This is an optimization exercise on Yosys and OpenROAD, whose aim is small area, not a production implementation. At most, simulation tests tie the RTL to the original design; equivalence was not proved. No functional check of the RTL was part of runs 3 to 5 and 7. Power figures rest on the tool's default switching activity, not on a simulated workload.

$ cat flow/standard.sh
#!/bin/bash
# synth_recipe.tcl (not shown) runs the flow's synth.tcl, then flattens the netlist and writes it again
# the make line also repeats each setting of config.mk as NAME=value (left out here)
make -C /OpenROAD-flow-scripts/flow DESIGN_CONFIG=/design/flow/config.mk WORK_HOME=/design/flow/orfs CLKGATE_MAP_FILE= SYNTH_SCRIPT=/design/flow/synth_recipe.tcl "${@:-finish}"
$ cat flow/config.mk
export PLATFORM = sky130hd
export DESIGN_NAME = api_extension
export DESIGN_NICKNAME = api_extension
export VERILOG_FILES = /design/flow/design.v
export SDC_FILE = /design/flow/constraint.sdc
export NUM_CORES = 4
export LEC_CHECK = 0
export CAP_MARGIN = 20
export CORE_MARGIN = 2
export CORE_UTILIZATION = 40
export SLEW_MARGIN = 20
$ cat flow/constraint.sdc
create_clock -name core_clock -period 5.0 [get_ports {clk}]
set_input_delay 1.0000 -clock core_clock [delete_from_list [all_inputs] [get_ports {clk}]]
set_output_delay 1.0000 -clock core_clock [all_outputs]
set_load 0.01 [all_outputs]
$ cat flow/design.v
module api_extension(
                     input wire           clk,
                     input wire           reset,
                     input wire [1 : 0]   command,
                     output wire [1 : 0]  status,
                     input wire [31 : 0]  address,
                     input wire [31 : 0]  write_data,
                     output wire [31 : 0] read_data,
                     output wire          nts_cs,
                     output wire          nts_we,
                     output wire [23 : 0] nts_address,
                     output wire [31 : 0] nts_write_data,
                     input wire  [31 : 0] nts_read_data,
                     input wire           nts_ready,
                     output wire          pp_cs,
                     output wire          pp_we,
                     output wire [23 : 0] pp_address,
                     output wire [31 : 0] pp_write_data,
                     input wire  [31 : 0] pp_read_data,
                     input wire           pp_ready,
                     output wire          dp_cs,
                     output wire          dp_we,
                     output wire [23 : 0] dp_address,
                     output wire [31 : 0] dp_write_data,
                     input wire  [31 : 0] dp_read_data,
                     input wire           dp_ready,
                     output wire          merge_cs,
                     output wire          merge_we,
                     output wire [7 : 0]  merge_address,
                     output wire [31 : 0] merge_write_data,
                     input wire  [31 : 0] merge_read_data,
                     input wire           merge_ready,
                     output wire          rosc_cs,
                     output wire          rosc_we,
                     output wire [7 : 0]  rosc_address,
                     output wire [31 : 0] rosc_write_data,
                     input wire  [31 : 0] rosc_read_data,
                     input wire           rosc_ready
                    );
  localparam CORE_NAME0       = 32'h6170692d;  
  localparam CORE_NAME1       = 32'h65787420;  
  localparam CORE_VERSION     = 32'h302e3232;  
  localparam ERROR_DATA       = 32'hdeaddead;
  reg          status_lo_reg;
  reg          status_hi_reg;
  reg [1 : 0]  phase_reg;
  reg          op_a_set_reg;
  reg          op_b_set_reg;
  reg [31 : 0] op_a_reg;
  reg [31 : 0] op_b_reg;
  reg [2 : 0]  carry_reg;
  reg [31 : 0] read_data_reg;
  wire       busy     = ~status_lo_reg;
  wire       cmd_act  = |command;
  wire       cmd_wr   = &command;
  wire [7:0] prefix   = address[31 : 24];
  wire [7:0] low      = address[7 : 0];
  wire hit_api   = prefix == 8'h00;
  wire hit_pp    = prefix == 8'h10;
  wire hit_nts   = prefix == 8'h20;
  wire hit_dp    = prefix == 8'h40;
  wire hit_merge = prefix == 8'h60;
  wire hit_rosc  = prefix == 8'hfe;
  wire hit_none  = ~(hit_api | hit_pp | hit_nts | hit_dp | hit_merge | hit_rosc);
  wire target_ready = (hit_pp    & pp_ready)    |
                      (hit_nts   & nts_ready)   |
                      (hit_dp    & dp_ready)    |
                      (hit_merge & merge_ready) |
                      (hit_rosc  & rosc_ready)  |
                      hit_api | hit_none;
  wire write_op_a = busy & cmd_wr & hit_api & (low == 8'h10);
  wire write_op_b = busy & cmd_wr & hit_api & (low == 8'h11);
  assign status           = {status_hi_reg, status_lo_reg};
  assign read_data        = read_data_reg;
  assign nts_cs           = busy & hit_nts;
  assign nts_we           = busy & hit_nts & cmd_wr;
  assign nts_address      = address[23 : 0];
  assign nts_write_data   = write_data;
  assign pp_cs            = busy & hit_pp;
  assign pp_we            = busy & hit_pp & cmd_wr;
  assign pp_address       = address[23 : 0];
  assign pp_write_data    = write_data;
  assign dp_cs            = busy & hit_dp;
  assign dp_we            = busy & hit_dp & cmd_wr;
  assign dp_address       = address[23 : 0];
  assign dp_write_data    = write_data;
  assign merge_cs         = busy & hit_merge;
  assign merge_we         = busy & hit_merge & cmd_wr;
  assign merge_address    = address[7 : 0];
  assign merge_write_data = write_data;
  assign rosc_cs          = busy & hit_rosc;
  assign rosc_we          = busy & hit_rosc & cmd_wr;
  assign rosc_address     = address[7 : 0];
  assign rosc_write_data  = write_data;
  wire [31 : 0] carry;
  wire [31 : 0] sum;
  assign carry[0]  = 1'b0;
  assign carry[8]  = carry_reg[0];
  assign carry[16] = carry_reg[1];
  assign carry[24] = carry_reg[2];
  genvar i;
  generate
    for (i = 0 ; i < 32 ; i = i + 1)
      begin : adder
        assign sum[i] = op_a_reg[i] ^ op_b_reg[i] ^ carry[i];
        if ((i % 8) != 7)
          assign carry[i + 1] = (op_a_reg[i] & op_b_reg[i]) |
                                (carry[i] & (op_a_reg[i] ^ op_b_reg[i]));
      end
  endgenerate
  wire cout7  = (op_a_reg[7]  & op_b_reg[7])  | (carry[7]  & (op_a_reg[7]  ^ op_b_reg[7]));
  wire cout15 = (op_a_reg[15] & op_b_reg[15]) | (carry[15] & (op_a_reg[15] ^ op_b_reg[15]));
  wire cout23 = (op_a_reg[23] & op_b_reg[23]) | (carry[23] & (op_a_reg[23] ^ op_b_reg[23]));
  wire use_a   = hit_api & op_a_set_reg & ((low == 8'h10) | ((low == 8'h12) & ~op_b_set_reg));
  wire use_b   = hit_api & op_b_set_reg & ((low == 8'h11) | ((low == 8'h12) & ~op_a_set_reg));
  wire use_sum = hit_api & op_a_set_reg & op_b_set_reg & (low == 8'h12);
  wire [31 : 0] read_data_new =
    ({32{hit_pp}}    & pp_read_data)    |
    ({32{hit_nts}}   & nts_read_data)   |
    ({32{hit_dp}}    & dp_read_data)    |
    ({32{hit_merge}} & merge_read_data) |
    ({32{hit_rosc}}  & rosc_read_data)  |
    ({32{hit_none}}  & ERROR_DATA)      |
    ({32{use_a}}     & op_a_reg)        |
    ({32{use_b}}     & op_b_reg)        |
    ({32{use_sum}}   & sum)             |
    ({32{hit_api & (low == 8'h00)}} & CORE_NAME0)   |
    ({32{hit_api & (low == 8'h01)}} & CORE_NAME1)   |
    ({32{hit_api & (low == 8'h02)}} & CORE_VERSION);
  always @ (posedge clk)
    begin : data_update
      carry_reg <= {cout23, cout15, cout7};
      if (write_op_a)
        op_a_reg <= write_data;
      if (write_op_b)
        op_b_reg <= write_data;
      if (busy)
        read_data_reg <= read_data_new;
    end
  always @ (posedge clk or posedge reset)
    begin : ctrl_update
      if (reset)
        begin
          status_lo_reg <= 1'b1;
          status_hi_reg <= 1'b0;
          phase_reg     <= 2'h0;
          op_a_set_reg  <= 1'b0;
          op_b_set_reg  <= 1'b0;
        end
      else
        begin
          if (write_op_a)
            op_a_set_reg <= 1'b1;
          if (write_op_b)
            op_b_set_reg <= 1'b1;
          if (status_lo_reg)
            begin
              case (phase_reg)
                2'h0:
                  if (cmd_act)
                    phase_reg <= 2'h1;
                2'h1:
                  begin
                    status_lo_reg <= 1'b0;
                    phase_reg     <= 2'h0;
                  end
                2'h2:
                  if (!cmd_act)
                    phase_reg <= 2'h3;
                2'h3:
                  begin
                    status_hi_reg <= 1'b0;
                    phase_reg     <= cmd_act ? 2'h1 : 2'h0;
                  end
              endcase
            end
          else
            begin
              case (phase_reg)
                2'h0:
                  phase_reg <= 2'h1;
                2'h1, 2'h2:
                  phase_reg <= target_ready ? 2'h3 : 2'h2;
                2'h3:
                  begin
                    status_lo_reg <= 1'b1;
                    status_hi_reg <= hit_none;
                    phase_reg     <= 2'h2;
                  end
              endcase
            end
        end
    end
endmodule  
$ cat flow/flow/run.sh
#!/bin/bash
# Standard layout, with buf_1 as the port buffer cell.
set -euo pipefail
bash standard.sh 'BUFFER_PORTS_ARGS=-buffer_cell sky130_fd_sc_hd__buf_1' finish > standard.log 2>&1
==> Flow_metrics.wiki, run 1 <==
{| class="wikitable"
! Metric !! Value
|-
| Status || complete, no violations
|-
| Area contributors post-synth || sky130_fd_sc_hd__edfxtp_1 34%, sky130_fd_sc_hd__buf_4 23%, sky130_fd_sc_hd__fa_1 7.1%
|-
| Transition at the pin with the smallest max-transition slack || about 900 ps
|-
| Final count of pins violating max slew || 0
|-
| CP Data Required Time || 5080 ps
|-
| DIE AREA || 22400 um^2
|-
| Core Region || 21000 um^2
|-
| Max Clock Freq || about 0.24 GHz
|-
| Post-CTS resize count || 0
|-
| Met3 Use GR || ~6.3%
|-
| Path type of the worst min-delay path || reg2reg
|-
| Largest net degree at the start of global routing || 37
|-
| Peak ir drop on the vdd network || 155 uV
|-
| Top cell type by total area after synthesis || sky130_fd_sc_hd__edfxtp_1
|-
| Detailed placement HPWL || 24200 um
|-
| Most instantiated flip-flop cell in the synthesis netlist || sky130_fd_sc_hd__edfxtp_1
|-
| Effective utilization at floorplan || between 40% and 50%
|-
| Cell seen most often among critical-path stages || sky130_fd_sc_hd__fa_1
|-
| Vias per Instance || 5.24
|-
| Type of origin of the critical path || register
|-
| Clock latency on the worst-skew pair || 360 ps
|-
| Total power divided by cell area || 268 nW/um^2
|-
| Number of vias in the routed layout || ~7000
|-
| Gp weighted congestion || 0.874
|-
| Overall Power || 2.41 mW
|-
| Number of synthesized flops with an enable pin || 96
|-
| Starting DRT DRC Count || 425
|-
| Overall global routing resource usage || 26.3%
|-
| Die Y-Extent || 150 um
|-
| Minimum clock period after layout || about 4100 ps
|-
| Chain of cells forming the critical path || inv_1 -> fa_1 -> fa_1 -> fa_1 -> fa_1 -> fa_1 -> fa_1 -> inv_1 -> fa_1 -> fa_1 -> a22o_1 -> nand2_1 -> nand3_1
|-
| Number of rows created at floorplan || 53
|-
| Via count of the first global-routing pass || 6452
|-
| CTS Root Cell || sky130_fd_sc_hd__clkbuf_16
|-
| Total standard cell area after synthesis || 8500 um^2
|-
| Internal power || 1.63 mW
|-
| Post-synthesis area per instance || 9.93 um^2
|-
| Critical Path AT || between 4000 and 5000 ps
|-
| Timing startpoint of the critical path || op_a_reg[16]
|-
| Deepest clock path buffer count || 2
|-
| Top-area cell type share of the netlist area || 33.9%
|-
| Leakage power || 2.99 nW
|-
| Cell count of the worst hold path || 1
|-
| Clock H-tree levels || 3
|-
| Overall die width || 150 um
|-
| Remaining antenna violation count || 0
|-
| Slowest cell delay on critical path || 430 ps
|-
| Instance count of the mapped netlist || 856
|-
| Slowest library cell on the worst path || sky130_fd_sc_hd__fa_1
|-
| Distinct cell type count after synthesis || 67
|-
| Count of final hold-check violations || 0
|-
| WL per Instance || between 20 and 25 um
|-
| Source of the worst register-to-register timing path || op_a_reg[16]
|-
| Share of total power in the clock network || 32.0%
|-
| I/O pin cnt || 525
|-
| Fraction of met1 tracks used by global routing || a little over a third
|-
| Summed negative setup slack over all endpoints || 0 ps
|-
| # Post-CTS Setup Buffers || 0
|-
| Cells on worst reg2reg path || 13
|-
| Total nets after synthesis || 1123
|-
| Fraction of met2 tracks used by global routing || 43.8%
|-
| Share of cells above drive strength 1 || around 5.3%
|-
| Fraction of registers with async set or reset after synthesis || 5.71%
|-
| Clock-pin slew on the worst setup and hold paths || 80 ps
|-
| Setup-failing EPs final || 0
|-
| Quantity of hold-fixing buffers added after cts || 0
|-
| Post-synthesis register bit count || 105
|-
| Source of the worst hold timing path || op_a_set_reg
|-
| GRT overflow || 0
|-
| Most common cell after layout, fill and taps aside || sky130_fd_sc_hd__buf_1
|-
| Sequential share of the synthesized area || 36.4%
|-
| Final clock skew || 6.00 ps
|-
| Initial antenna violation count || 2
|-
| Fillcell total || 2135
|-
| Input/output buffers || 460
|-
| First-pass iteration count of the detailed router || 5
|-
| Relative max-transition margin || 41.4%
|-
| Commonest non-fill, non-tap cells in the layout || 459 x sky130_fd_sc_hd__buf_1, 96 x sky130_fd_sc_hd__edfxtp_1, 60 x sky130_fd_sc_hd__inv_1, 60 x sky130_fd_sc_hd__nand2_1, 39 x sky130_fd_sc_hd__nor2_1
|-
| Overall routed net length || 30500 um
|-
| Signed area change from the synthesized netlist to the final layout || 5.64%
|-
| Net switching power figure || 781 uW
|-
| Yosys warns || 1
|-
| Post-layout nets || approximately 1300
|-
| Clock buffers created by TritonCTS || 9
|-
| CP endpoint kind || register
|-
| Maximum net fanout on the critical path || 2
|-
| TritonCTS clock tree || yes
|-
| Portion of the clock cycle consumed by the worst path in the final layout || 82.0%
|-
| Remaining DRCs || 0
|-
| GRT Max-Usage Layer || met2
|-
| Crit path kind || reg2reg
|-
| Wire length of the first global-routing pass || 42100 um
|-
| Combinational cell fraction of total power || 23.0%
|-
| Sinks on the clock net || 105
|-
| Net switching fraction of the power || 32.4%
|-
| Max-cap violation count || 0
|-
| Sequential share of power || between 40% and 50%
|-
| Unrepaired setup endpoints after global routing || no
|}
## path summary, 6_finish.rpt
check	to	slack [ps]
worst max-delay path	read_data_reg[23]	900
worst min-delay path	op_a_set_reg	550
worst max register to register	read_data_reg[23]	900
worst min register to register	op_a_set_reg	550
max in group asynchronous	async pin	4140
min in group asynchronous	op_a_set_reg	560
## power groups by stage
stage                     clock (mW)  sequential, mW  combinational [mW]
after floorplan                    0            1.10               0.431
after global placement             0            1.10               0.555
after detailed placement           0            1.10               0.558
after CTS                      0.787            1.08               0.561
after global routing           0.820            1.09               0.602
final                          0.770            1.08               0.554
## per-stage QoR
| stage | cell area (um^2) | hold WS, ps | std cells | setup slack (ps) | util (%) |
|---|---|---|---|---|---|
| finish | 8980 | 549 | 1339 | 902 | 42.9 |
| detailed placement | 8660 | 528 | 1322 | 915 | 41.3 |
| CTS | 8980 | 545 | 1338 | 875 | 42.8 |
| global placement | 8660 | 516 | 1322 | 986 | 41.3 |
| floorplan | 8500 | 486 | 856 | 811 | - |
| global route | 8980 | 548 | 1339 | 717 | 42.9 |
## layout make-up
class	count	area, um^2	area share, %
Clock inverter	7	95.1	1.06
Tap cell	275	344	3.83
Multi-Input combinational cell	404	3130	34.9
Timing Repair Buffer	478	1860	20.7
Clock buffer	9	225	2.51
Sequential cell	105	3090	34.5
Inverter	60	225	2.51
Antenna cell	1	2.50	0.0279
## synth_stat cells, types with 6 or more instances
| cell type | instances |
|---|---|
| sky130_fd_sc_hd__o21ai_0 | 19 |
| sky130_fd_sc_hd__a221oi_1 | 7 |
| sky130_fd_sc_hd__nor3_1 | 17 |
| sky130_fd_sc_hd__buf_2 | 17 |
| sky130_fd_sc_hd__a22oi_1 | 26 |
| sky130_fd_sc_hd__a211oi_1 | 12 |
| sky130_fd_sc_hd__edfxtp_1 | 96 |
| sky130_fd_sc_hd__clkbuf_1 | 10 |
| sky130_fd_sc_hd__o2bb2ai_1 | 6 |
| sky130_fd_sc_hd__fa_1 | 30 |
| sky130_fd_sc_hd__buf_4 | 255 |
| sky130_fd_sc_hd__a22o_1 | 18 |
| sky130_fd_sc_hd__a2111oi_0 | 7 |
| sky130_fd_sc_hd__nor2_1 | 39 |
| sky130_fd_sc_hd__a221o_1 | 13 |
| sky130_fd_sc_hd__nand3_1 | 16 |
| sky130_fd_sc_hd__o211ai_1 | 12 |
| sky130_fd_sc_hd__nand3b_1 | 6 |
| sky130_fd_sc_hd__mux2i_1 | 14 |
| sky130_fd_sc_hd__a21oi_1 | 13 |
| sky130_fd_sc_hd__inv_1 | 60 |
| sky130_fd_sc_hd__nand2_1 | 60 |
## routing by layer
metal  part of all wire (%)  up-vias
met2                     49      368
li1                       -     3187
met1                     42     3433
met4                    1.4        2
met5                  0.026        -
met3                    8.3       28
## logic make-up after synthesis
kind of cell	share of synthesized area, %
xor+xnor	0.206
fa+ha+maj	7.65
flops	36.4
compound gates	13.8
mux	2.05
simple gates	12.8
buf+inv	27.1
## critical path: cells and delay by family, from the launching register on
family / cells / cell delay (ps)
buffers and inverters: 2 / 140
adders and majority gates: 8 / 2990
AOI/OAI and AO/OA: 1 / 200
and+or+nand+nor: 2 / 140
DFF: 1 / 350
==> run 2: changes to the inputs <==
==> flow/run.sh (new file) <==
#!/bin/bash
# synth_recipe.tcl (not shown) runs the flow's synth.tcl, then flattens the netlist and writes it again
# the make line also repeats each setting of config.mk as NAME=value (left out here)
make -C /OpenROAD-flow-scripts/flow DESIGN_CONFIG=/design/flow/config.mk WORK_HOME=/design/flow/orfs CLKGATE_MAP_FILE= SYNTH_SCRIPT=/design/flow/synth_recipe.tcl finish
removed: flow/flow/run.sh
removed: flow/standard.sh
==> run 2 against run 1 <==
Still clean on timing, DRC and antenna. Cell count is 0.15% higher. Utilization grew 14 points. Fmax shrank 3.9%. Global-route usage is 1.8 points higher. Largest power group unchanged.
==> Flow_metrics.wiki, run 2 <==
{| class="wikitable"
! Metric !! Value
|-
| Share of total power in the clock network || 29.0%
|-
| Signed area change from the synthesized netlist to the final layout || 39.7%
|-
| Sequential share of the synthesized area || 36.4%
|-
| Count of final hold-check violations || 0
|-
| Post-synthesis register bit count || 105
|-
| Sinks on the clock net || 105
|-
| First-pass iteration count of the detailed router || 5
|-
| Distinct cell type count after synthesis || 67
|-
| Sequential share of power || 40.4%
|-
| Overall Power || 2.70 mW
|-
| Top-area cell type share of the netlist area || 33.9%
|-
| Commonest cells in the netlist || 255 x sky130_fd_sc_hd__buf_4, 96 x sky130_fd_sc_hd__edfxtp_1, 60 x sky130_fd_sc_hd__inv_1, 60 x sky130_fd_sc_hd__nand2_1, 39 x sky130_fd_sc_hd__nor2_1
|-
| Most common cell in the synthesized netlist || sky130_fd_sc_hd__buf_4
|-
| # Post-CTS Setup Buffers || 0
|-
| Via count of the first global-routing pass || ~7000
|-
| Summed negative setup slack over all endpoints || 0 ps
|-
| WL per Instance || around 24 um
|-
| Number of synthesized flops with an enable pin || 96
|-
| Chain of cells forming the critical path || clkdlybuf4s50_1 -> or3_1 -> nor2_8 -> nand3_1 -> nor2_1 -> clkdlybuf4s50_1
|-
| Clock H-tree levels || 3
|-
| Wire length of the first global-routing pass || 45200 um
|-
| Core Region || 21000 um^2
|-
| Total nets after synthesis || 1123
|-
| Area contributors post-synth || sky130_fd_sc_hd__edfxtp_1 34%, sky130_fd_sc_hd__buf_4 23%, sky130_fd_sc_hd__fa_1 7.1%
|-
| Crit path kind || in2out
|-
| I/O pin cnt || 525
|-
| Largest net degree at the start of global routing || 36
|-
| Max-cap violation count || 0
|-
| Clock-pin slew on the worst setup and hold paths || around 80 ps
|-
| Combinational cell fraction of total power || a little under a third
|-
| Post-CTS resize count || 0
|-
| Quantity of hold-fixing buffers added after cts || 0
|-
| Yosys warns || 1
|-
| Minimum clock period after layout || about 4300 ps
|-
| Net switching fraction of the power || ~30%
|-
| Peak ir drop on the vdd network || between 200 and 250 uV
|-
| Total standard cell area after synthesis || 8500 um^2
|-
| Portion of the clock cycle consumed by the worst path in the final layout || 85.3%
|-
| Type of origin of the critical path || primary input
|-
| Maximum net fanout on the critical path || 10
|-
| Initial antenna violation count || 5
|-
| Overall die width || 150 um
|-
| Commonest non-fill, non-tap cells in the layout || 460 x sky130_fd_sc_hd__clkdlybuf4s50_1, 96 x sky130_fd_sc_hd__edfxtp_1, 60 x sky130_fd_sc_hd__inv_1, 60 x sky130_fd_sc_hd__nand2_1, 39 x sky130_fd_sc_hd__nor2_1
|-
| Slowest cell delay on critical path || roughly 630 ps
|-
| Transition at the pin with the smallest max-transition slack || 1210 ps
|-
| TritonCTS clock tree || yes
|-
| Number of rows created at floorplan || 53
|-
| Slowest library cell on the worst path || sky130_fd_sc_hd__or3_1
|-
| Max Clock Freq || 0.234 GHz
|-
| Effective utilization at floorplan || 40.6%
|-
| Unrepaired setup endpoints after global routing || no
|-
| Top cell type by total area after synthesis || sky130_fd_sc_hd__edfxtp_1
|-
| Share of cells above drive strength 1 || 5.26%
|-
| Internal power || ~1.9 mW
|-
| DIE AREA || 22400 um^2
|-
| Clock buffers created by TritonCTS || 9
|-
| Clock latency on the worst-skew pair || 360 ps
|-
| Number of vias in the routed layout || 7048
|-
| Fillcell total || 1887
|-
| Remaining DRCs || 0
|-
| Gp weighted congestion || 0.902
|-
| Final clock skew || 12.5 ps
|-
| Instance count of the mapped netlist || 856
|-
| Detailed placement HPWL || ~26000 um
|-
| Die Y-Extent || approximately 150 um
|-
| Total power divided by cell area || 227 nW/um^2
|-
| Input/output buffers || 460
|-
| Final count of pins violating max slew || 0
|-
| Vias per Instance || 5.26
|-
| Post-layout nets || ~1300
|-
| Remaining antenna violation count || 0
|-
| Overall global routing resource usage || about 28%
|-
| Overall routed net length || ~32000 um
|-
| Status || complete, no violations
|-
| Starting DRT DRC Count || 517
|-
| Setup-failing EPs final || 0
|-
| Most instantiated flip-flop cell in the synthesis netlist || sky130_fd_sc_hd__edfxtp_1
|-
| Deepest clock path buffer count || 2
|-
| Cell seen most often among critical-path stages || sky130_fd_sc_hd__clkdlybuf4s50_1
|-
| Critical Path AT || roughly 3300 ps
|-
| Path type of the worst min-delay path || reg2reg
|-
| CP Data Required Time || 4000 ps
|-
| Most common cell after layout, fill and taps aside || sky130_fd_sc_hd__clkdlybuf4s50_1
|-
| Relative max-transition margin || 17.0%
|-
| Fraction of registers with async set or reset after synthesis || under 10%
|-
| Post-synthesis area per instance || 9.93 um^2
|-
| Leakage power || 4.26 nW
|-
| GRT overflow || 0
|-
| CTS Root Cell || sky130_fd_sc_hd__clkbuf_16
|-
| CP endpoint kind || primary output
|-
| Net switching power figure || between 800 and 900 uW
|}
==> run 2: cell counts after synthesis <==
No cell type changed its count.
==> run 2: kinds of logic after synthesis <==
group	after synthesis	synth area share, %
buffers and inverters	347	27.1
adder cells (fa/ha/maj)	34	7.65
AND/OR/NAND/NOR	197	12.8
multiplexers	17	2.05
XOR/XNOR	2	0.206
AO/OA/AOI/OAI	154	13.8
flip-flops	105	36.4
==> run 2: metal layers <==
metal  up-vias  global-route usage [%]  routed length [um]
li1       3186                       -                   -
met1      3418                    37.0               13000
met2       403                    46.7               15900
met3        35                    7.01                3150
met4         6                    6.89                 455
met5         -                       0                  29
==> run 2: power by group through the flow <==
stage          clock (mW)  sequential [mW]  combinational (mW)
6_report            0.784             1.09               0.826
5_1_grt             0.819             1.10               0.875
4_1_cts             0.795             1.09               0.832
3_5_place_dp            0             1.11               0.826
3_3_place_gp            0             1.11               0.827
2_1_floorplan           0             1.10               0.431
==> run 2: worst paths after layout <==
check | startpoint | to | slack [ps] | cells after the start
worst max-delay path | address[31] | merge_we | 740 | 6
worst min-delay path | op_a_set_reg | op_a_set_reg | 540 | 1
worst max register to register | op_a_reg[8] | read_data_reg[15] | 900 | 13
worst min register to register | op_a_set_reg | op_a_set_reg | 540 | 1
max in group asynchronous | reset | async pin | 3860 | 2
min in group asynchronous | reset | phase_reg[0] | 870 | 2
==> run 2: through the flow <==
step                      hold slack [ps]  util (%)  cells  setup WS (ps)  area [um^2]
after floorplan                       486         -    856            811         8500
after global placement                523      55.1   1323            739        11500
after detailed placement              517      55.1   1323            713        11500
after CTS                             534      56.7   1339            711        11900
after global routing                  580      56.7   1340            611        11900
final                                 543      56.7   1341            736        11900
==> run 2: final cells by class <==
cell class / instances / area [um^2] / share of cell area (%)
diodes: 2 / 5.00 / 0.0421
repair buffers: 479 / 4750 / 40.0
multi-input cells: 404 / 3130 / 26.4
clock inverters: 7 / 105 / 0.885
flip-flops and latches: 105 / 3090 / 26.1
clock buffers: 9 / 225 / 1.90
well taps: 275 / 344 / 2.90
inverters: 60 / 225 / 1.90
==> run 2: critical path: cells and delay by family <==
| family | cells | cell delay (ps) |
|---|---|---|
| buffers and inverters | 2 | 1050 |
| and+or+nand+nor | 4 | 1200 |
==> run 3: changes to the inputs <==
--- a/flow/design.v
+++ b/flow/design.v
@@ -106,4 +106,4 @@
         if ((i % 8) != 7)
-          assign carry[i + 1] = (op_a_reg[i] & op_b_reg[i]) |
-                                (carry[i] & (op_a_reg[i] ^ op_b_reg[i]));
+          assign carry[i + 1] = (op_a_reg[i] & op_b_reg[i]) | (op_a_reg[i] & carry[i]) |
+                                (carry[i] & op_b_reg[i]);
       end
@@ -116,3 +116,3 @@
   wire use_sum = hit_api & op_a_set_reg & op_b_set_reg & (low == 8'h12);
-  wire [31 : 0] read_data_new =
+  wire [31 : 0] read_data_new = {32{busy}} & (
     ({32{hit_pp}}    & pp_read_data)    |
@@ -128,3 +128,3 @@
     ({32{hit_api & (low == 8'h01)}} & CORE_NAME1)   |
-    ({32{hit_api & (low == 8'h02)}} & CORE_VERSION);
+    ({32{hit_api & (low == 8'h02)}} & CORE_VERSION));
   always @ (posedge clk)
@@ -136,4 +136,3 @@
         op_b_reg <= write_data;
-      if (busy)
-        read_data_reg <= read_data_new;
+      read_data_reg <= read_data_new | ({32{~busy}} & read_data_reg);
     end
==> flow/flow/run.sh (new file) <==
#!/bin/bash
# Standard layout, with buf_1 as the port buffer cell.
set -euo pipefail
bash standard.sh 'BUFFER_PORTS_ARGS=-buffer_cell sky130_fd_sc_hd__buf_1' finish > standard.log 2>&1
==> flow/standard.sh (new file) <==
#!/bin/bash
# synth_recipe.tcl (not shown) runs the flow's synth.tcl, then flattens the netlist and writes it again
# the make line also repeats each setting of config.mk as NAME=value (left out here)
make -C /OpenROAD-flow-scripts/flow DESIGN_CONFIG=/design/flow/config.mk WORK_HOME=/design/flow/orfs CLKGATE_MAP_FILE= SYNTH_SCRIPT=/design/flow/synth_recipe.tcl "${@:-finish}"
--- a/flow/config.mk
+++ b/flow/config.mk
@@ -9,3 +9,4 @@
 export CORE_MARGIN = 2
-export CORE_UTILIZATION = 40
+export CORE_UTILIZATION = 65
+export CTS_BUF_LIST = sky130_fd_sc_hd__clkbuf_4
 export SLEW_MARGIN = 20
removed: flow/run.sh
==> run 3 against run 2 <==
The flow now stops in I/O pin placement (3_2_place_iop). Synthesized cell count is 3.2% lower. Area after synthesis is 2.4% lower.
==> Flow_metrics.wiki, run 3 <==
{| class="wikitable"
! Metric !! Value
|-
| Effective utilization at floorplan || 66.3%
|-
| Multiplexer area fraction after synthesis || 2.71%
|-
| Top-area cell type share of the netlist area || 34.7%
|-
| Most common cell in the synthesized netlist || sky130_fd_sc_hd__buf_4
|-
| Simple-gate share of the synthesized area || 9.71%
|-
| Commonest cells in the netlist || 253 x sky130_fd_sc_hd__buf_4, 96 x sky130_fd_sc_hd__edfxtp_1, 62 x sky130_fd_sc_hd__inv_1
|-
| Total nets after synthesis || 1096
|-
| Yosys warns || 1
|-
| Total standard cell area after synthesis || between 8000 and 9000 um^2
|-
| Die Y-Extent || between 100 and 150 um
|-
| Top cell type by total area after synthesis || sky130_fd_sc_hd__edfxtp_1
|-
| Overall die width || 117 um
|-
| Instance count of the mapped netlist || 829
|-
| Post-synthesis register bit count || 105
|-
| Number of synthesized flops with an enable pin || 96
|-
| Sequential share of the synthesized area || 37.3%
|-
| Area contributors post-synth || sky130_fd_sc_hd__edfxtp_1 35%, sky130_fd_sc_hd__buf_4 23%, sky130_fd_sc_hd__fa_1 7.2%
|-
| Fraction of registers with async set or reset after synthesis || 5.71%
|-
| Adder-Cell Fraction of Synth Area || under 10%
|-
| Status || stopped before the end
|-
| Step where the flow halted || I/O pin placement (3_2_place_iop)
|-
| Fraction of synthesized cell area in xor and xnor cells || less than 1%
|-
| Number of rows created at floorplan || 41
|-
| First error line in the log || [ERROR PPL-0024] Number of IO pins (525) exceeds maximum number of available positions (414). Increase the die perimeter from 467.94um to 714.00um.
|-
| Most instantiated flip-flop cell in the synthesis netlist || sky130_fd_sc_hd__edfxtp_1
|-
| Post-synthesis area per instance || between 10 and 15 um^2
|-
| Compound-Gate Fraction of Synth Area || 14.7%
|-
| Combinational family with the most area after synthesis || buffers and inverters
|-
| Distinct cell type count after synthesis || 62
|}
==> run 3: changes by cell type after synthesis, moves of 8 or more <==
cell / change
sky130_fd_sc_hd__nand2_1: -8
sky130_fd_sc_hd__mux2_2: +9
sky130_fd_sc_hd__a211o_1: +9
sky130_fd_sc_hd__a22oi_1: -16
sky130_fd_sc_hd__a221o_1: -11
sky130_fd_sc_hd__clkbuf_1: +11
sky130_fd_sc_hd__a222oi_1: +25
sky130_fd_sc_hd__a21oi_1: +12
==> run 3: logic make-up after synthesis <==
group | after synthesis
buf+inv | 349
xor+xnor | 2
flops | 105
compound gates | 161
simple gates | 157
fa+ha+maj | 34
mux | 21
==> run 4: changes to the inputs <==
--- a/flow/design.v
+++ b/flow/design.v
@@ -100,2 +100,6 @@
   assign carry[24] = carry_reg[2];
+  wire gate_a = hit_api & op_a_set_reg & ((low == 8'h10) | (low == 8'h12));
+  wire gate_b = hit_api & op_b_set_reg & ((low == 8'h11) | (low == 8'h12));
+  wire [31 : 0] add_a = op_a_reg & {32{gate_a}};
+  wire [31 : 0] add_b = op_b_reg & {32{gate_b}};
   genvar i;
@@ -104,14 +108,12 @@
       begin : adder
-        assign sum[i] = op_a_reg[i] ^ op_b_reg[i] ^ carry[i];
+        assign sum[i] = add_a[i] ^ add_b[i] ^ carry[i];
         if ((i % 8) != 7)
-          assign carry[i + 1] = (op_a_reg[i] & op_b_reg[i]) | (op_a_reg[i] & carry[i]) |
-                                (carry[i] & op_b_reg[i]);
+          assign carry[i + 1] = (add_a[i] & add_b[i]) | (add_a[i] & carry[i]) |
+                                (carry[i] & add_b[i]);
       end
   endgenerate
-  wire cout7  = (op_a_reg[7]  & op_b_reg[7])  | (carry[7]  & (op_a_reg[7]  ^ op_b_reg[7]));
-  wire cout15 = (op_a_reg[15] & op_b_reg[15]) | (carry[15] & (op_a_reg[15] ^ op_b_reg[15]));
-  wire cout23 = (op_a_reg[23] & op_b_reg[23]) | (carry[23] & (op_a_reg[23] ^ op_b_reg[23]));
-  wire use_a   = hit_api & op_a_set_reg & ((low == 8'h10) | ((low == 8'h12) & ~op_b_set_reg));
-  wire use_b   = hit_api & op_b_set_reg & ((low == 8'h11) | ((low == 8'h12) & ~op_a_set_reg));
-  wire use_sum = hit_api & op_a_set_reg & op_b_set_reg & (low == 8'h12);
+  wire cout7  = (add_a[7]  & add_b[7])  | (carry[7]  & (add_a[7]  ^ add_b[7]));
+  wire cout15 = (add_a[15] & add_b[15]) | (carry[15] & (add_a[15] ^ add_b[15]));
+  wire cout23 = (add_a[23] & add_b[23]) | (carry[23] & (add_a[23] ^ add_b[23]));
+  wire use_sum = hit_api & ((low == 8'h10) | (low == 8'h11) | (low == 8'h12));
   wire [31 : 0] read_data_new = {32{busy}} & (
@@ -123,4 +125,2 @@
     ({32{hit_none}}  & ERROR_DATA)      |
-    ({32{use_a}}     & op_a_reg)        |
-    ({32{use_b}}     & op_b_reg)        |
     ({32{use_sum}}   & sum)             |
--- a/flow/config.mk
+++ b/flow/config.mk
@@ -9,3 +9,3 @@
 export CORE_MARGIN = 2
-export CORE_UTILIZATION = 65
+export CORE_UTILIZATION = 40
 export CTS_BUF_LIST = sky130_fd_sc_hd__clkbuf_4
==> run 4 against run 3 <==
The run again fails in I/O pin placement (3_2_place_iop). Area after synthesis decreased by 5.3%. Synthesized cell count decreased by 8.3%.
==> Flow_metrics.wiki, run 4 <==
{| class="wikitable"
! Metric !! Value
|-
| Distinct cell type count after synthesis || 60
|-
| Total nets after synthesis || 1027
|-
| Compound-Gate Fraction of Synth Area || 12.6%
|-
| Area contributors post-synth || sky130_fd_sc_hd__edfxtp_1 37%, sky130_fd_sc_hd__buf_4 24%, sky130_fd_sc_hd__fa_1 7.6%
|-
| Number of synthesized flops with an enable pin || 96
|-
| Number of rows created at floorplan || 51
|-
| Commonest cells in the netlist || 251 x sky130_fd_sc_hd__buf_4, 96 x sky130_fd_sc_hd__edfxtp_1, 64 x sky130_fd_sc_hd__nand2_1
|-
| Effective utilization at floorplan || 40.5%
|-
| Combinational family with the most area after synthesis || buffers and inverters
|-
| First error line in the log || [ERROR PPL-0024] Number of IO pins (525) exceeds maximum number of available positions (514). Increase the die perimeter from 576.62um to 714.00um.
|-
| Most instantiated flip-flop cell in the synthesis netlist || sky130_fd_sc_hd__edfxtp_1
|-
| Most common cell in the synthesized netlist || sky130_fd_sc_hd__buf_4
|-
| Step where the flow halted || I/O pin placement (3_2_place_iop)
|-
| Yosys warns || 1
|-
| Top cell type by total area after synthesis || sky130_fd_sc_hd__edfxtp_1
|-
| Multiplexer area fraction after synthesis || 0.382%
|-
| Simple-gate share of the synthesized area || 12.7%
|-
| Fraction of registers with async set or reset after synthesis || 5.71%
|-
| Instance count of the mapped netlist || 760
|-
| Post-synthesis register bit count || ~110
|-
| Status || stopped before the end
|-
| Sequential share of the synthesized area || about two fifths
|-
| Total standard cell area after synthesis || 7860 um^2
|-
| Top-area cell type share of the netlist area || a little under two fifths
|-
| Adder-Cell Fraction of Synth Area || 8.28%
|-
| Overall die width || 144 um
|-
| Die Y-Extent || 144 um
|-
| Post-synthesis area per instance || 10.3 um^2
|-
| Fraction of synthesized cell area in xor and xnor cells || less than 1%
|}
[run 4: cell count changes after synthesis, moves of 10 or more]
cell	before	now
sky130_fd_sc_hd__and2_1	3	28
sky130_fd_sc_hd__a222oi_1	25	4
sky130_fd_sc_hd__a221oi_1	6	19
sky130_fd_sc_hd__mux2_2	12	0
sky130_fd_sc_hd__a21oi_1	25	15
sky130_fd_sc_hd__nand2_1	52	64
sky130_fd_sc_hd__inv_1	62	19
sky130_fd_sc_hd__a22oi_1	10	35
sky130_fd_sc_hd__a22o_1	25	5
sky130_fd_sc_hd__o21ai_0	25	7
[run 4: cell families after synthesis]
logic type               count (synthesis)
buffers and inverters                  300
flip-flops                             105
adder cells (fa/ha/maj)                 34
XOR/XNOR                                 1
AO/OA/AOI/OAI                          131
AND/OR/NAND/NOR                        186
multiplexers                             3
==> run 5: changes to the inputs <==
==> flow/flow/run.sh (replaced) <==
#!/bin/bash
# Standard layout (the standard.sh) with three changes to how it is made:
# buf_1 as the port buffer cell, pins allowed on neighbouring tracks so a
# smaller die still holds all the ports, and a clock tree of small clock
# buffers without dummy loads.
set -euo pipefail
bash standard.sh \
  'BUFFER_PORTS_ARGS=-buffer_cell sky130_fd_sc_hd__buf_1' \
  'PLACE_PINS_ARGS=-min_distance 1 -min_distance_in_tracks' \
  'CTS_ARGS=-sink_clustering_enable -repair_clock_nets -dont_use_dummy_load -buf_list {sky130_fd_sc_hd__clkbuf_4 sky130_fd_sc_hd__clkbuf_8}' \
  finish > standard.log 2>&1
--- a/flow/config.mk
+++ b/flow/config.mk
@@ -9,4 +9,3 @@
 export CORE_MARGIN = 2
-export CORE_UTILIZATION = 40
-export CTS_BUF_LIST = sky130_fd_sc_hd__clkbuf_4
+export CORE_UTILIZATION = 65
 export SLEW_MARGIN = 20
==> run 5 against run 4 <==
The run now finishes clean. Area after synthesis unchanged. Synthesized cell count unchanged.
==> Flow_metrics.wiki, run 5 <==
{| class="wikitable"
! Metric !! Value
|-
| Slowest library cell on the worst path || sky130_fd_sc_hd__fa_1
|-
| CP endpoint kind || register
|-
| Deepest clock path buffer count || 2
|-
| Remaining DRCs || 0
|-
| Total power divided by cell area || 238 nW/um^2
|-
| Type of origin of the critical path || primary input
|-
| WL per Instance || 21.5 um
|-
| CP Data Required Time || 5100 ps
|-
| Die Y-Extent || 114 um
|-
| Sinks on the clock net || 105
|-
| Max-cap violation count || 0
|-
| Peak ir drop on the vdd network || 149 uV
|-
| Signed area change from the synthesized netlist to the final layout || 8.31%
|-
| Leakage power || 2.64 nW
|-
| Total nets after synthesis || 1027
|-
| Minimum clock period after layout || approximately 4900 ps
|-
| Distinct cell type count after synthesis || 60
|-
| Post-placement worst setup slack || -526 ps
|-
| Number of vias in the routed layout || 6799
|-
| Standard cell area after detailed placement || 8190 um^2
|-
| Post-layout nets || ~1300
|-
| Wire length of the first global-routing pass || 34400 um
|-
| Overall Power || approximately 2.0 mW
|-
| Fraction of registers with async set or reset after synthesis || roughly 5.7%
|-
| Starting DRT DRC Count || 672
|-
| Vias per Instance || 5.92
|-
| FF-to-FF setup slack || 930 ps
|-
| Post-synthesis area per instance || roughly 10 um^2
|-
| Via count of the first global-routing pass || approximately 6300
|-
| Setup-failing EPs final || 0
|-
| Clock latency on the worst-skew pair || 380 ps
|-
| Most instantiated flip-flop cell in the synthesis netlist || sky130_fd_sc_hd__edfxtp_1
|-
| Cell seen most often among critical-path stages || sky130_fd_sc_hd__fa_2
|-
| Path type of the worst min-delay path || in2async
|-
| Critical Path AT || 5030 ps
|-
| Top cell type by total area after synthesis || sky130_fd_sc_hd__edfxtp_1
|-
| Top-area cell type share of the netlist area || 36.7%
|-
| TritonCTS clock tree || yes
|-
| Effective utilization at floorplan || 66.0%
|-
| Transition at the pin with the smallest max-transition slack || around 1100 ps
|-
| Final Instance Area || 8510 um^2
|-
| Dpl cells || 1126
|-
| Overall global routing resource usage || about 36%
|-
| Core Region || 11900 um^2
|-
| Post-synthesis register bit count || ~110
|-
| DIE AREA || roughly 13000 um^2
|-
| Slowest cell delay on critical path || between 400 and 500 ps
|-
| First-pass iteration count of the detailed router || 6
|-
| Status || complete, no violations
|-
| Chain of cells forming the critical path || buf_8 -> nor4_4 -> nand4_2 -> buf_6 -> a211oi_4 -> buf_6 -> buf_4 -> and2_1 -> fa_2 -> inv_2 -> fa_2 -> fa_2 -> fa_2 -> fa_2 -> fa_2 -> inv_2 -> fa_1 -> nand2_1 -> nand3_1
|-
| Max Clock Freq || about 0.20 GHz
|-
| Remaining antenna violation count || 0
|-
| Gp weighted congestion || 0.899
|-
| Clock-pin slew on the worst setup and hold paths || 90 ps
|-
| GRT overflow || 0
|-
| Worst hold slack || 509 ps
|-
| Count of final hold-check violations || 0
|-
| Most common cell after layout, fill and taps aside || sky130_fd_sc_hd__buf_1
|-
| Final clock skew || between 30 and 40 ps
|-
| Unrepaired setup endpoints after global routing || yes
|-
| I/O pin cnt || roughly 530
|-
| Sequential share of the synthesized area || 39.4%
|-
| Maximum net fanout on the critical path || 4
|-
| Quantity of hold-fixing buffers added after cts || 0
|-
| Overall die width || 114 um
|-
| Yosys warns || 1
|-
| Non-Filler Instances || 1149
|-
| Detailed placement HPWL || 19000 um
|-
| Relative max-transition margin || approximately a quarter
|-
| Total standard cell area after synthesis || 7860 um^2
|-
| Most common cell in the synthesized netlist || sky130_fd_sc_hd__buf_4
|-
| Area contributors post-synth || sky130_fd_sc_hd__edfxtp_1 37%, sky130_fd_sc_hd__buf_4 24%, sky130_fd_sc_hd__fa_1 7.6%
|-
| Overall routed net length || 24800 um
|-
| Crit path kind || in2reg
|-
| Initial antenna violation count || 1
|-
| Instance count of the mapped netlist || 760
|-
| Cells on worst reg2reg path || 16
|-
| Number of synthesized flops with an enable pin || 96
|-
| Clock H-tree levels || 3
|-
| Largest net degree at the start of global routing || 34
|-
| Clock buffers created by TritonCTS || 9
|-
| Commonest non-fill, non-tap cells in the layout || 456 x sky130_fd_sc_hd__buf_1, 96 x sky130_fd_sc_hd__edfxtp_1, 64 x sky130_fd_sc_hd__nand2_1
|-
| Share of cells above drive strength 1 || about an eighth
|-
| Input/output buffers || 460
|-
| Source of the worst register-to-register timing path || op_b_set_reg
|-
| Worst Setup Slack, final || 70.6 ps
|-
| Number of rows created at floorplan || 40
|-
| CTS Root Cell || sky130_fd_sc_hd__clkbuf_8
|-
| Commonest cells in the netlist || 251 x sky130_fd_sc_hd__buf_4, 96 x sky130_fd_sc_hd__edfxtp_1, 64 x sky130_fd_sc_hd__nand2_1
|-
| Final count of pins violating max slew || 0
|-
| Portion of the clock cycle consumed by the worst path in the final layout || 98.6%
|}
-- run 5: cell counts after synthesis --
No cell type changed its count.
-- run 5: logic make-up after synthesis --
family / Yosys count / share of synthesized area [%]
AND/OR/NAND/NOR: 186 / 12.7
multiplexers: 3 / 0.382
AO/OA/AOI/OAI: 131 / 12.6
buffers and inverters: 300 / 26.6
XOR/XNOR: 1 / 0.111
adder cells (fa/ha/maj): 34 / 8.28
flip-flops: 105 / 39.4
-- run 5: worst max path at each step --
stage / from / endpoint / slack, ps / cells past startpoint
2_1_floorplan: address[28] / op_a_reg[0] / -320 / 4
6_report: address[30] / register / 70 / 19
5_1_grt: address[30] / register / -100 / 20
4_1_cts: address[25] / register / 4 / 18
3_5_place_dp: address[5] / register / -530 / 18
3_3_place_gp: address[5] / register / -490 / 18
-- run 5: area by class of cell --
type | instances | area [um^2]
diodes | 1 | 2.50
clock buffers | 9 | 124
fillers | 903 | 3400
inverters | 19 | 71.3
multi-input cells | 355 | 2850
flip-flops and latches | 105 | 3090
well taps | 147 | 184
repair buffers | 513 | 2190
-- run 5: metal layers --
metal / share of wire, % / vias to the layer above / global-route usage [%]
met5: 0 / - / 0
met4: 2.9 / 0 / 13.9
met3: 12 / 60 / 9.03
met2: 48 / 567 / 59.1
met1: 37 / 3258 / 44.9
li1: - / 2914 / -
-- run 5: repair_timing --
| action | CTS | global route |
|---|---|---|
| pin swaps | 5 | 37 |
| gates resized for setup | 9 | 30 |
| setup buffers | 1 | 12 |
| endpoints found under the setup margin | 6 | 6 |
-- run 5: where the power goes --
group / internal [mW] / leakage [nW] / switching, mW
combinational: 0.173 / 1.65 / 0.347
sequential: 1.04 / 0.932 / 0.0367
clock: 0.162 / 0.0647 / 0.260
-- run 5: per-stage QoR --
step	utilization, %	setup TNS (ps)
floorplan	-	-21540
CTS	70.1	0
global placement	68.7	-3270
detailed placement	68.7	-3930
finish	71.4	0
global route	71.4	-399
-- run 5: critical path: cells and delay by family --
family / cells / cell delay, ps
buf+inv: 6 / 610
compound gates: 1 / 200
simple gates: 5 / 770
fa+ha+maj: 7 / 2450
==> run 6: changes to the inputs <==
--- a/flow/design.v
+++ b/flow/design.v
@@ -51,2 +51,4 @@
   reg [2 : 0]  carry_reg;
+  reg          gate_a_reg;
+  reg          gate_b_reg;
   reg [31 : 0] read_data_reg;
@@ -100,6 +102,4 @@
   assign carry[24] = carry_reg[2];
-  wire gate_a = hit_api & op_a_set_reg & ((low == 8'h10) | (low == 8'h12));
-  wire gate_b = hit_api & op_b_set_reg & ((low == 8'h11) | (low == 8'h12));
-  wire [31 : 0] add_a = op_a_reg & {32{gate_a}};
-  wire [31 : 0] add_b = op_b_reg & {32{gate_b}};
+  wire [31 : 0] add_a = op_a_reg & {32{gate_a_reg}};
+  wire [31 : 0] add_b = op_b_reg & {32{gate_b_reg}};
   genvar i;
@@ -131,3 +131,5 @@
     begin : data_update
-      carry_reg <= {cout23, cout15, cout7};
+      carry_reg  <= {cout23, cout15, cout7};
+      gate_a_reg <= hit_api & op_a_set_reg & ((low == 8'h10) | (low == 8'h12));
+      gate_b_reg <= hit_api & op_b_set_reg & ((low == 8'h11) | (low == 8'h12));
       if (write_op_a)
==> run 6 against run 5 <==
Die area grew 2.6%. Global-route usage shrank 3.6 points. Non-clock buffer count shrank 38. Sequential power is essentially flat. Hold slack lost 22 ps. Via count shrank 1.5%. Highest routed layer unchanged.
==> Flow_metrics.wiki, run 6 <==
{| class="wikitable"
! Metric !! Value
|-
| Fillcell total || between 900 and 1000
|-
| Distinct cell type count after synthesis || 63
|-
| FF-to-FF setup slack || 640 ps
|-
| Commonest cells in the netlist || 251 x sky130_fd_sc_hd__buf_4, 96 x sky130_fd_sc_hd__edfxtp_1, 80 x sky130_fd_sc_hd__nand2_1
|-
| Relative max-transition margin || a little over a third
|-
| Number of vias in the routed layout || between 6000 and 7000
|-
| Slowest library cell on the worst path || sky130_fd_sc_hd__fa_1
|-
| Cell count of the worst hold path || 1
|-
| Deepest clock path buffer count || 2
|-
| Summed negative setup slack over all endpoints || 0 ps
|-
| Area contributors post-synth || sky130_fd_sc_hd__edfxtp_1 36%, sky130_fd_sc_hd__buf_4 23%, sky130_fd_sc_hd__fa_1 7.4%
|-
| Path type of the worst min-delay path || reg2reg
|-
| Overall global routing resource usage || 32.0%
|-
| Most common cell in the synthesized netlist || sky130_fd_sc_hd__buf_4
|-
| Starting DRT DRC Count || approximately 600
|-
| Cell family with the largest share of critical-path delay || adder cells
|-
| Compound-Gate Fraction of Synth Area || 11.9%
|-
| Effective utilization at floorplan || 66.9%
|-
| Multiplexer area fraction after synthesis || 3.01%
|-
| Share of cells above drive strength 1 || under 10%
|-
| Critical Path AT || 4490 ps
|-
| Antenna Cells || 0
|-
| Type of origin of the critical path || register
|-
| Critical path buffer and inverter count || 3
|-
| Quantity of hold-fixing buffers added after cts || 0
|-
| Final count of pins violating max slew || 0
|-
| Portion of the clock cycle consumed by the worst path in the final layout || around 87%
|-
| Number of rows created at floorplan || 40
|-
| CTS Root Cell || sky130_fd_sc_hd__clkbuf_8
|-
| Leakage power || about 2.6 nW
|-
| Fraction of the core area covered by cells at the end of the flow || 68.2%
|-
| Count of final hold-check violations || 0
|-
| Final clock skew || 29.1 ps
|-
| Post-CTS resize count || 0
|-
| Top-area cell type share of the netlist area || about 36%
|-
| Max-cap violation count || 0
|-
| Total standard cell area after synthesis || 8070 um^2
|-
| Number of synthesized flops with an enable pin || 96
|-
| Fraction of synthesized cell area in xor and xnor cells || less than 1%
|-
| Transition at the pin with the smallest max-transition slack || 947 ps
|-
| Clock H-tree levels || 3
|-
| Max Clock Freq || 0.229 GHz
|-
| Post-synthesis register bit count || 107
|-
| Largest net degree at the start of global routing || 35
|-
| Cell seen most often among critical-path stages || sky130_fd_sc_hd__fa_1
|-
| Combinational family with the most area after synthesis || buffers and inverters
|-
| Total nets after synthesis || around 1100
|-
| Remaining antenna violation count || 0
|-
| Input/output buffers || 460
|-
| Yosys warns || 1
|-
| WL per Instance || 19.6 um
|-
| CP endpoint kind || register
|-
| Simple-gate share of the synthesized area || about an eighth
|-
| DIE AREA || 13300 um^2
|-
| Setup-failing EPs final || 0
|-
| Detailed placement HPWL || 17900 um
|-
| Most instantiated flip-flop cell in the synthesis netlist || sky130_fd_sc_hd__edfxtp_1
|-
| Via count of the first global-routing pass || 6013
|-
| Cells on worst reg2reg path || 13
|-
| CP Data Required Time || around 5100 ps
|-
| Core Region || 12100 um^2
|-
| Minimum clock period after layout || between 4000 and 5000 ps
|-
| Sequential share of the synthesized area || 38.9%
|-
| Source of the worst hold timing path || op_b_set_reg
|-
| Clock-pin slew on the worst setup and hold paths || 90 ps
|-
| Total power divided by cell area || 246 nW/um^2
|-
| Top cell type by total area after synthesis || sky130_fd_sc_hd__edfxtp_1
|-
| Fraction of registers with async set or reset after synthesis || 5.61%
|-
| Remaining DRCs || 0
|-
| Unrepaired setup endpoints after global routing || no
|-
| Crit path kind || reg2reg
|-
| Post-synthesis area per instance || roughly 10 um^2
|-
| Instance count of the mapped netlist || 794
|-
| Worst min-delay path endpoint || op_b_set_reg
|-
| I/O pin cnt || 525
|-
| Standard cell area after detailed placement || 8100 um^2
|-
| Post-layout nets || 1263
|-
| Initial antenna violation count || 0
|-
| Overall die width || 115 um
|-
| Source of the worst register-to-register timing path || gate_a_reg
|-
| Most common cell after layout, fill and taps aside || sky130_fd_sc_hd__buf_1
|-
| Adder-Cell Fraction of Synth Area || 8.07%
|-
| First-pass iteration count of the detailed router || 5
|-
| Maximum net fanout on the critical path || 31
|-
| Status || complete, no violations
|-
| Signed area change from the synthesized netlist to the final layout || 1.91%
|-
| Die Y-Extent || 115 um
|-
| Wire length of the first global-routing pass || 31800 um
|-
| Final Instance Area || 8220 um^2
|-
| Clock buffers created by TritonCTS || 9
|-
| Sinks on the clock net || 107
|-
| Commonest non-fill, non-tap cells in the layout || 458 x sky130_fd_sc_hd__buf_1, 96 x sky130_fd_sc_hd__edfxtp_1, 80 x sky130_fd_sc_hd__nand2_1
|-
| Gp weighted congestion || between 0.9 and 1
|-
| GRT overflow || 0
|-
| Chain of cells forming the critical path || buf_4 -> and2_1 -> fa_1 -> inv_1 -> fa_1 -> fa_1 -> fa_1 -> fa_1 -> fa_1 -> inv_1 -> fa_1 -> a22oi_1 -> nand2_1
|-
| Overall routed net length || about 23000 um
|-
| Vias per Instance || 5.76
|-
| Clock latency on the worst-skew pair || 370 ps
|-
| TritonCTS clock tree || yes
|-
| Peak ir drop on the vdd network || between 150 and 200 uV
|-
| # Post-CTS Setup Buffers || 0
|-
| Slowest cell delay on critical path || 480 ps
|}
[run 6: power by group]
group | internal, mW | switching [mW] | leakage [nW]
Sequential | 1.06 | 0.0387 | 0.948
Combinational | 0.166 | 0.336 | 1.56
Clock | 0.163 | 0.263 | 0.0647
[run 6: worst max-delay path by stage]
stage / cells after the start / endpoint / startpoint
5_1_grt: 14 / register / gate_a_reg
2_1_floorplan: 14 / register / gate_a_reg
4_1_cts: 13 / register / gate_a_reg
3_5_place_dp: 13 / register / gate_a_reg
6_report: 13 / register / gate_a_reg
3_3_place_gp: 13 / register / gate_a_reg
[run 6: cells by family (layout without fill, tap and decap cells)]
family          after synthesis  count (layout)
fa+ha+maj                    34              34
mux                          23              23
flops                       107             107
buf+inv                     302             502
compound gates              132             132
xor+xnor                      3               3
simple gates                193             193
[run 6: per-stage QoR]
step | total power, mW | setup slack [ps] | hold slack (ps) | std cells
2_1_floorplan | 1.53 | 672 | 433 | 794
3_3_place_gp | 1.60 | 738 | 451 | 1153
3_5_place_dp | 1.61 | 603 | 462 | 1153
4_1_cts | 2.03 | 619 | 479 | 1162
5_1_grt | 2.11 | 367 | 502 | 1162
6_report | 2.03 | 638 | 487 | 1162
[run 6: layout make-up]
class | count | area (um^2) | share of cell area [%]
sequential | 107 | 3130 | 38.1
clock buffer | 9 | 124 | 1.51
timing repair buffer | 475 | 1840 | 22.4
tap | 168 | 210 | 2.56
multi-input combinational | 385 | 2840 | 34.6
inverter | 18 | 67.6 | 0.822
[run 6: metal layers]
layer	up-vias	routed length (um)	share of wire [%]	GRT usage (%)
met1	3181	8560	38	40.1
li1	2913	-	-	-
met3	80	2210	9.7	6.48
met2	520	11200	49	54.0
met4	0	787	3.5	13.5
met5	-	0	0	0
==> run 7: changes to the inputs <==
--- a/flow/design.v
+++ b/flow/design.v
@@ -53,2 +53,7 @@
   reg          gate_b_reg;
+  reg [31 : 0] const_data;
+  reg          k_none_reg;
+  reg          k_name0_reg;
+  reg          k_name1_reg;
+  reg          k_ver_reg;
   reg [31 : 0] read_data_reg;
@@ -102,4 +107,11 @@
   assign carry[24] = carry_reg[2];
+  always @*
+    begin : const_mux
+      const_data = ({32{k_none_reg}}  & ERROR_DATA)  |
+                   ({32{k_name0_reg}} & CORE_NAME0)  |
+                   ({32{k_name1_reg}} & CORE_NAME1)  |
+                   ({32{k_ver_reg}}   & CORE_VERSION);
+    end
   wire [31 : 0] add_a = op_a_reg & {32{gate_a_reg}};
-  wire [31 : 0] add_b = op_b_reg & {32{gate_b_reg}};
+  wire [31 : 0] add_b = (op_b_reg & {32{gate_b_reg}}) | const_data;
   genvar i;
@@ -117,14 +129,20 @@
   wire cout23 = (add_a[23] & add_b[23]) | (carry[23] & (add_a[23] ^ add_b[23]));
-  wire use_sum = hit_api & ((low == 8'h10) | (low == 8'h11) | (low == 8'h12));
-  wire [31 : 0] read_data_new = {32{busy}} & (
-    ({32{hit_pp}}    & pp_read_data)    |
-    ({32{hit_nts}}   & nts_read_data)   |
-    ({32{hit_dp}}    & dp_read_data)    |
-    ({32{hit_merge}} & merge_read_data) |
-    ({32{hit_rosc}}  & rosc_read_data)  |
-    ({32{hit_none}}  & ERROR_DATA)      |
-    ({32{use_sum}}   & sum)             |
-    ({32{hit_api & (low == 8'h00)}} & CORE_NAME0)   |
-    ({32{hit_api & (low == 8'h01)}} & CORE_NAME1)   |
-    ({32{hit_api & (low == 8'h02)}} & CORE_VERSION));
+  wire ld_pp    = busy & hit_pp;
+  wire ld_nts   = busy & hit_nts;
+  wire ld_dp    = busy & hit_dp;
+  wire ld_merge = busy & hit_merge;
+  wire ld_rosc  = busy & hit_rosc;
+  wire ld_none  = busy & hit_none;
+  wire ld_sum   = busy & (hit_api | hit_none);
+  wire ld_name0 = busy & hit_api & (low == 8'h00);
+  wire ld_name1 = busy & hit_api & (low == 8'h01);
+  wire ld_ver   = busy & hit_api & (low == 8'h02);
+  wire [31 : 0] read_data_new =
+    ({32{ld_pp}}    & pp_read_data)    |
+    ({32{ld_nts}}   & nts_read_data)   |
+    ({32{ld_dp}}    & dp_read_data)    |
+    ({32{ld_merge}} & merge_read_data) |
+    ({32{ld_rosc}}  & rosc_read_data)  |
+    ({32{ld_sum}}   & sum)             |
+    ({32{status_lo_reg}} & read_data_reg);
   always @ (posedge clk)
@@ -134,2 +152,6 @@
       gate_b_reg <= hit_api & op_b_set_reg & ((low == 8'h11) | (low == 8'h12));
+      k_none_reg  <= hit_none;
+      k_name0_reg <= hit_api & (low == 8'h00);
+      k_name1_reg <= hit_api & (low == 8'h01);
+      k_ver_reg   <= hit_api & (low == 8'h02);
       if (write_op_a)
@@ -138,3 +160,3 @@
         op_b_reg <= write_data;
-      read_data_reg <= read_data_new | ({32{~busy}} & read_data_reg);
+      read_data_reg <= read_data_new;
     end
==> run 7 against run 6 <==
Sequential share of layout area is 2.9 points lower. Critical path depth is 2 lower. First-iteration DRC count is 23% lower. Cell count is 0.34% higher. Largest cell class is now multi-input gates.
==> Flow_metrics.wiki, run 7 <==
{| class="wikitable"
! Metric !! Value
|-
| Worst R2R End || read_data_reg[23]
|-
| Count of final hold-check violations || 0
|-
| Commonest cells in the netlist || 250 x sky130_fd_sc_hd__buf_4, 64 x sky130_fd_sc_hd__edfxtp_1, 48 x sky130_fd_sc_hd__a22oi_1
|-
| Clock buffers created by TritonCTS || 9
|-
| DIE AREA || 13300 um^2
|-
| Critical path buffer and inverter count || 1
|-
| Sequential share of the synthesized area || 35.8%
|-
| Top cell type by total area after synthesis || sky130_fd_sc_hd__edfxtp_1
|-
| Largest net degree at the start of global routing || 51
|-
| Clock H-tree levels || 3
|-
| Post-synthesis area per instance || 10.1 um^2
|-
| Status || complete, no violations
|-
| Total standard cell area after synthesis || 8080 um^2
|-
| First-pass iteration count of the detailed router || 26
|-
| Worst min-delay path endpoint || op_b_set_reg
|-
| Maximum net fanout on the critical path || 11
|-
| Cell count of the worst hold path || 1
|-
| FF-to-FF setup slack || 400 ps
|-
| Deepest clock path buffer count || 2
|-
| Number of rows created at floorplan || 40
|-
| Cells on worst reg2reg path || 11
|-
| Slowest library cell on the worst path || sky130_fd_sc_hd__fa_1
|-
| Input/output buffers || 460
|-
| Clock latency on the worst-skew pair || 370 ps
|-
| GRT overflow || 0
|-
| Portion of the clock cycle consumed by the worst path in the final layout || between 90% and 100%
|-
| Max Clock Freq || between 0.2 and 0.25 GHz
|-
| TritonCTS clock tree || yes
|-
| Leakage power || roughly 3 nW
|-
| Source of the worst register-to-register timing path || gate_b_reg
|-
| Vias per Instance || 5.55
|-
| Fraction of registers with async set or reset after synthesis || 5.41%
|-
| Overall routed net length || 21500 um
|-
| Initial antenna violation count || 0
|-
| Transition at the pin with the smallest max-transition slack || 1000 ps
|-
| Total power divided by cell area || 293 nW/um^2
|-
| CTS Root Cell || sky130_fd_sc_hd__clkbuf_8
|-
| Signed area change from the synthesized netlist to the final layout || 1.72%
|-
| Critical Path AT || 4890 ps
|-
| Worst hold slack || around 490 ps
|-
| Via count of the first global-routing pass || 5561
|-
| Antenna Cells || 0
|-
| Overall global routing resource usage || 29.2%
|-
| Post-synthesis register bit count || 111
|-
| Setup-failing EPs final || 0
|-
| Number of synthesized flops with an enable pin || 64
|-
| Share of cells above drive strength 1 || 6.11%
|-
| Final clock skew || 21.6 ps
|-
| Most common cell in the synthesized netlist || sky130_fd_sc_hd__buf_4
|-
| Post-CTS resize count || 0
|-
| Final count of pins violating max slew || 0
|-
| Die Y-Extent || roughly 120 um
|-
| Number of vias in the routed layout || 6477
|-
| CP Data Required Time || 5290 ps
|-
| Instance count of the mapped netlist || 804
|-
| Effective utilization at floorplan || 67.0%
|-
| Relative max-transition margin || 33.3%
|-
| Detailed placement HPWL || 16800 um
|-
| Quantity of hold-fixing buffers added after cts || 0
|-
| Overall die width || about 120 um
|-
| Most instantiated flip-flop cell in the synthesis netlist || sky130_fd_sc_hd__edfxtp_1
|-
| Cell seen most often among critical-path stages || sky130_fd_sc_hd__fa_1
|-
| # Post-CTS Setup Buffers || 0
|-
| Path type of the worst min-delay path || reg2reg
|-
| Minimum clock period after layout || roughly 4600 ps
|-
| Fraction of the core area covered by cells at the end of the flow || slightly below 70%
|-
| Wire length of the first global-routing pass || approximately 30000 um
|-
| Distinct cell type count after synthesis || 56
|-
| Unrepaired setup endpoints after global routing || no
|-
| Area contributors post-synth || sky130_fd_sc_hd__edfxtp_1 24%, sky130_fd_sc_hd__buf_4 23%, sky130_fd_sc_hd__dfxtp_1 10%
|-
| Post-layout nets || 1267
|-
| Max-cap violation count || 0
|-
| CP endpoint kind || register
|-
| Sinks on the clock net || around 110
|-
| Peak ir drop on the vdd network || approximately 230 uV
|-
| I/O pin cnt || approximately 530
|-
| Chain of cells forming the critical path || a21o_1 -> fa_1 -> fa_1 -> fa_1 -> fa_1 -> fa_1 -> fa_1 -> fa_1 -> inv_1 -> fa_1 -> o211ai_1
|-
| Commonest non-fill, non-tap cells in the layout || 458 x sky130_fd_sc_hd__buf_1, 64 x sky130_fd_sc_hd__edfxtp_1, 48 x sky130_fd_sc_hd__a22oi_1
|-
| Remaining DRCs || 0
|-
| Remaining antenna violation count || 0
|-
| Crit path kind || reg2reg
|-
| Yosys warns || 1
|-
| Starting DRT DRC Count || approximately 470
|-
| Summed negative setup slack over all endpoints || 0 ps
|-
| Core Region || 12100 um^2
|-
| Total nets after synthesis || 1071
|-
| Type of origin of the critical path || register
|-
| Fillcell total || 964
|-
| Top-area cell type share of the netlist area || between 20% and 30%
|-
| Clock-pin slew on the worst setup and hold paths || 100 ps
|-
| Cell family with the largest share of critical-path delay || adder cells
|-
| Most common cell after layout, fill and taps aside || sky130_fd_sc_hd__buf_1
|-
| Source of the worst hold timing path || op_b_set_reg
|-
| Gp weighted congestion || approximately 0.95
|-
| WL per Instance || 18.4 um
|-
| Slowest cell delay on critical path || 470 ps
|}
run 7: cell types whose count changed after synthesis, moves of 9 or more:
cell | before | now
sky130_fd_sc_hd__dfxtp_1 | 5 | 41
sky130_fd_sc_hd__nand2_1 | 80 | 45
sky130_fd_sc_hd__inv_1 | 18 | 38
sky130_fd_sc_hd__edfxtp_1 | 96 | 64
sky130_fd_sc_hd__a22oi_1 | 31 | 48
sky130_fd_sc_hd__clkbuf_1 | 17 | 31
sky130_fd_sc_hd__a22o_1 | 6 | 21
sky130_fd_sc_hd__o22ai_1 | 13 | 1
sky130_fd_sc_hd__mux2_2 | 10 | 26
sky130_fd_sc_hd__o21ai_1 | 9 | 0
sky130_fd_sc_hd__nor2_1 | 31 | 18
sky130_fd_sc_hd__buf_2 | 15 | 3
sky130_fd_sc_hd__o211ai_1 | 1 | 33
sky130_fd_sc_hd__o21ai_0 | 22 | 4
run 7: per-stage QoR:
stage,std cells,worst slack [ps],area [um^2],total power [mW]
final,1166,401,8220,2.41
after CTS,1166,365,8220,2.40
after floorplan,804,274,8080,1.84
after global placement,1157,468,8100,1.96
after global routing,1166,231,8220,2.52
after detailed placement,1157,393,8100,1.98
run 7: area by class of cell:
| class | instances | area, um^2 | share of cell area, % |
|---|---|---|---|
| clock buffers | 9 | 124 | 1.51 |
| inverters | 38 | 143 | 1.74 |
| multi-input cells | 367 | 3020 | 36.8 |
| flip-flops and latches | 111 | 2890 | 35.2 |
| well taps | 168 | 210 | 2.56 |
| repair buffers | 473 | 1830 | 22.2 |
run 7: how the worst max path moves through the flow:
| stage | slack (ps) | to | from | cells after the start |
|---|---|---|---|---|
| after floorplan | 270 | op_b_reg[0] | address[26] | 5 |
| after global placement | 470 | read_data_reg[23] | gate_b_reg | 11 |
| after detailed placement | 390 | read_data_reg[23] | gate_b_reg | 11 |
| after CTS | 370 | read_data_reg[23] | gate_b_reg | 11 |
| after global routing | 230 | read_data_reg[15] | gate_b_reg | 11 |
| final | 400 | read_data_reg[23] | gate_b_reg | 11 |
run 7: power by group:
group / leakage [nW] / total [mW] / internal [mW] / switching [mW]
registers: 0.986 / 1.22 / 1.08 / 0.134
clock network: 0.0647 / 0.428 / 0.163 / 0.265
logic: 1.92 / 0.763 / 0.326 / 0.437
run 7: kinds of logic after synthesis:
group | count (synthesis) | share of synthesized area (%)
buf+inv | 326 | 27.1
simple gates | 149 | 9.97
compound gates | 147 | 14.1
flops | 111 | 35.8
mux | 34 | 4.61
fa+ha+maj | 34 | 8.05
xor+xnor | 3 | 0.325
run 7: per-layer routing:
layer  global-route usage (%)  vias to the layer above  part of all wire (%)
met1                     39.1                     3069                    41
li1                         -                     2931                     -
met3                     6.75                       56                    11
met5                        0                        -                     0
met4                     11.2                        0                   2.6
met2                     46.6                      421                    45

[what the ideal ports hide]
How much do the figures lean on ideal ports? The routed layouts below were timed once more, with nothing changed but the port constraints. Step 1 assumes that a clkbuf_16 drives the clock port and a buf_2 every other input. Step 2 adds t to the input delays and takes it off the output delays; t is the mean of the earliest and latest rising clock arrival at the registers after step 1. Input paths then give back, and output paths get back, about the clock's delay inside the block. Three values: ideal ports, drivers, drivers and shift; two values: the first two.
run | shift t [ns] | slack for setup (ns) | worst slew at a driven data input, ns
run 1 | 0.407 | 0.902 / 0.902 / 0.902 | 0.19
run 2 | 0.403 | 0.736 / 0.704 / 0.491 | 0.19
run 5 | 0.395 | 0.071 / 0.062 / -0.333 | 0.20
run 6 | 0.399 | 0.638 / 0.638 / 0.638 | 0.18
run 7 | 0.396 | 0.401 / 0.401 / 0.401 | 0.17
With both steps, setup timing fails in run 5, where it was met with ideal ports. The setup slack of run 5, which loses most, moves by -0.009 ns with the drivers and by -0.404 ns with both steps.
